This design comes from an exercise in tuning for small area and a short achievable clock period on the open sky130 flow, not from production work. Power and IR drop assume default switching activity.

==> module ram, before the edit <==
module ram
#(
  parameter integer DATA_WIDTH    = 16,
  parameter integer ADDR_WIDTH    = 5
)
(
  input  wire                         clk,
  input  wire                         reset,
  input  wire                         s_read_req,
  input  wire [ ADDR_WIDTH  -1 : 0 ]  s_read_addr,
  output reg  [ DATA_WIDTH  -1 : 0 ]  s_read_data,
  input  wire                         s_write_req,
  input  wire [ ADDR_WIDTH  -1 : 0 ]  s_write_addr,
  input  wire [ DATA_WIDTH  -1 : 0 ]  s_write_data
);
  reg  [ DATA_WIDTH -1 : 0 ] mem [ 0 : (1<<ADDR_WIDTH)-1 ];
  reg  [ DATA_WIDTH -1 : 0 ] rd_data;
  reg                        rd_v;
  reg  [ DATA_WIDTH -1 : 0 ] rd_mux;
  integer k;
  always @(*) begin
    rd_mux = {DATA_WIDTH{1'b0}};
    for (k = 0; k < (1<<ADDR_WIDTH); k = k + 1)
      rd_mux = rd_mux | (mem[k] & {DATA_WIDTH{s_read_addr == k}});
  end
  always @(posedge clk) begin
    rd_v    <= s_read_req && !reset;
    rd_data <= rd_mux;
  end
  always @(posedge clk)
    if (s_write_req && !reset)
      mem[s_write_addr] <= s_write_data;
  always @(posedge clk)
    if (reset)
      s_read_data <= 0;
    else if (rd_v)
      s_read_data <= rd_data;
endmodule
==> module fifo, before the edit <==
module fifo
#(
    parameter   DATA_WIDTH          = 16,
    parameter   ADDR_WIDTH          = 4,
    parameter   RAM_DEPTH           = (1 << ADDR_WIDTH)
)(
    input  wire                         clk,
    input  wire                         reset,
    input  wire                         push,
    input  wire                         pop,
    input  wire [ DATA_WIDTH -1 : 0 ]   data_in,
    output reg  [ DATA_WIDTH -1 : 0 ]   data_out
);
reg     [ADDR_WIDTH-1:0]        wr_pointer;
reg     [ADDR_WIDTH-1:0]        rd_pointer;
reg     [ADDR_WIDTH  :0]        fifo_count;
reg     [DATA_WIDTH-1:0]        mem[0:RAM_DEPTH-1];
wire empty = (fifo_count == 0);
wire full  = (fifo_count == RAM_DEPTH);
wire do_push = push && !full;
wire do_pop  = pop && !empty;
always @ (posedge clk)
begin
  if (reset)
    fifo_count <= 0;
  else if (do_push && !do_pop)
    fifo_count <= fifo_count + 1;
  else if (do_pop && !do_push)
    fifo_count <= fifo_count - 1;
end
always @ (posedge clk)
begin
  if (reset)
    wr_pointer <= 0;
  else if (do_push)
    wr_pointer <= wr_pointer + 1;
end
always @ (posedge clk)
begin
  if (reset)
    rd_pointer <= 0;
  else if (do_pop)
    rd_pointer <= rd_pointer + 1;
end
always @ (posedge clk)
  if (do_push)
    mem[wr_pointer] <= data_in;
reg [DATA_WIDTH-1:0] rd_mux;
integer k;
always @(*) begin
  rd_mux = {DATA_WIDTH{1'b0}};
  for (k = 0; k < RAM_DEPTH; k = k + 1)
    rd_mux = rd_mux | (mem[k] & {DATA_WIDTH{rd_pointer == k}});
end
always @ (posedge clk)
  if (do_pop)
    data_out <= rd_mux;
endmodule
Settings: LEC_CHECK=0, ABC_CLOCK_PERIOD_IN_PS=2800, CAP_MARGIN=20, CORE_MARGIN=2, CORE_UTILIZATION=60, CTS_CLUSTER_DIAMETER=80, CTS_CLUSTER_SIZE=28, SETUP_SLACK_MARGIN=3.9, SLEW_MARGIN=20; clock period 6.5 ns.
run.sh (not shown) runs the stock make flow with config.mk's settings and CLKGATE_MAP_FILE= SYNTH_SCRIPT=/design/flow/synth_recipe.tcl, a recipe that flattens the netlist after the stock synthesis.
The baseline produced a clean layout.
Next try:
--- a/flow/design.v
+++ b/flow/design.v
@@ -754,33 +754,39 @@
   output reg  [ DATA_WIDTH  -1 : 0 ]  s_read_data,
   input  wire                         s_write_req,
   input  wire [ ADDR_WIDTH  -1 : 0 ]  s_write_addr,
   input  wire [ DATA_WIDTH  -1 : 0 ]  s_write_data
 );
   reg  [ DATA_WIDTH -1 : 0 ] mem [ 0 : (1<<ADDR_WIDTH)-1 ];
-  reg  [ DATA_WIDTH -1 : 0 ] rd_data;
-  reg                        rd_v;
+  reg  [ ADDR_WIDTH -1 : 0 ] rd_addr;
+  reg  [ ADDR_WIDTH -1 : 0 ] wr_addr;
+  reg  [ DATA_WIDTH -1 : 0 ] wr_data;
+  reg                        rd_addr_v;
+  reg                        wr_addr_v;
+  always @(posedge clk) begin
+    rd_addr_v <= s_read_req && !reset;
+    wr_addr_v <= s_write_req && !reset;
+    rd_addr   <= s_read_addr;
+    wr_addr   <= s_write_addr;
+    wr_data   <= s_write_data;
+  end
+  always @(posedge clk)
+    if (wr_addr_v)
+      mem[wr_addr] <= wr_data;
   reg  [ DATA_WIDTH -1 : 0 ] rd_mux;
   integer k;
   always @(*) begin
     rd_mux = {DATA_WIDTH{1'b0}};
     for (k = 0; k < (1<<ADDR_WIDTH); k = k + 1)
-      rd_mux = rd_mux | (mem[k] & {DATA_WIDTH{s_read_addr == k}});
-  end
-  always @(posedge clk) begin
-    rd_v    <= s_read_req && !reset;
-    rd_data <= rd_mux;
+      rd_mux = rd_mux | (mem[k] & {DATA_WIDTH{rd_addr == k}});
   end
   always @(posedge clk)
-    if (s_write_req && !reset)
-      mem[s_write_addr] <= s_write_data;
-  always @(posedge clk)
     if (reset)
       s_read_data <= 0;
-    else if (rd_v)
-      s_read_data <= rd_data;
+    else if (rd_addr_v)
+      s_read_data <= rd_mux;
 endmodule
 `timescale 1ns/1ps
 module fifo
 #(
     parameter   DATA_WIDTH          = 16,
     parameter   ADDR_WIDTH          = 4,
@@ -790,32 +796,22 @@
     input  wire                         reset,
     input  wire                         push,
     input  wire                         pop,
     input  wire [ DATA_WIDTH -1 : 0 ]   data_in,
     output reg  [ DATA_WIDTH -1 : 0 ]   data_out
 );
-reg     [ADDR_WIDTH-1:0]        wr_pointer;
-reg     [ADDR_WIDTH-1:0]        rd_pointer;
-reg     [ADDR_WIDTH  :0]        fifo_count;
+reg     [ADDR_WIDTH  :0]        wr_pointer;
+reg     [ADDR_WIDTH  :0]        rd_pointer;
 reg     [DATA_WIDTH-1:0]        mem[0:RAM_DEPTH-1];
-wire empty = (fifo_count == 0);
-wire full  = (fifo_count == RAM_DEPTH);
+wire empty = (wr_pointer == rd_pointer);
+wire full  = (wr_pointer == {~rd_pointer[ADDR_WIDTH], rd_pointer[ADDR_WIDTH-1:0]});
 wire do_push = push && !full;
 wire do_pop  = pop && !empty;
 always @ (posedge clk)
 begin
   if (reset)
-    fifo_count <= 0;
-  else if (do_push && !do_pop)
-    fifo_count <= fifo_count + 1;
-  else if (do_pop && !do_push)
-    fifo_count <= fifo_count - 1;
-end
-always @ (posedge clk)
-begin
-  if (reset)
     wr_pointer <= 0;
   else if (do_push)
     wr_pointer <= wr_pointer + 1;
 end
 always @ (posedge clk)
 begin
@@ -823,19 +819,19 @@
     rd_pointer <= 0;
   else if (do_pop)
     rd_pointer <= rd_pointer + 1;
 end
 always @ (posedge clk)
   if (do_push)
-    mem[wr_pointer] <= data_in;
+    mem[wr_pointer[ADDR_WIDTH-1:0]] <= data_in;
 reg [DATA_WIDTH-1:0] rd_mux;
 integer k;
 always @(*) begin
   rd_mux = {DATA_WIDTH{1'b0}};
   for (k = 0; k < RAM_DEPTH; k = k + 1)
-    rd_mux = rd_mux | (mem[k] & {DATA_WIDTH{rd_pointer == k}});
+    rd_mux = rd_mux | (mem[k] & {DATA_WIDTH{rd_pointer[ADDR_WIDTH-1:0] == k}});
 end
 always @ (posedge clk)
   if (do_pop)
     data_out <= rd_mux;
 endmodule
 module activation #(
Result: Critical path depth goes down by 12. Sequential share of layout area went up by 3.3 points. Utilization falls by 3.7 points. Worst setup slack gets better by 110 ps. Non-clock buffer count came out lower by 114. Sequential power barely changes. Power came out lower by a few percent. Die area climbs slightly. Global-route usage came out lower by 3.1 points. Worst hold slack improves by 12 ps. Flip-flop and latch count went up by 8. Final cell count fell by a few percent.
Function was not checked in any run of this note: the RTL went through the layout flow alone.

==> port drivers added, routing unchanged <==
Ports are ideal in the flow. The routed layouts listed here were re-timed in OpenROAD. Step 1 (the two cells are an assumption about what drives the block):
set clk [get_ports {clk}]
set_driving_cell -lib_cell sky130_fd_sc_hd__clkbuf_16 $clk
set_driving_cell -lib_cell sky130_fd_sc_hd__buf_2 [delete_from_list [all_inputs] $clk]
Step 2 times the ports against the registers' clock, not the clock port: input delays grow and output delays shrink by t, the midpoint of the rising clock arrivals with the driver on. Slacks: no drivers / after step 1 / after step 2; pairs: no drivers / after step 1.
| run | t (ns) | setup WS [ns] | worst hold slack (ns) | latest minus earliest clock arrival (ns) |
|---|---|---|---|---|
| the first run | 0.693 | 3.786 / 3.786 / 3.260 | 0.321 / 0.321 / 0.321 | 0.037 / 0.037 |
| the second run | 0.700 | 3.900 / 3.851 / 3.275 | 0.334 / 0.334 / 0.334 | 0.042 / 0.042 |
After both steps setup and hold are still met in every run listed. The setup slack of the second run, which loses most, moves by -0.049 ns with the drivers and by -0.625 ns with both steps.
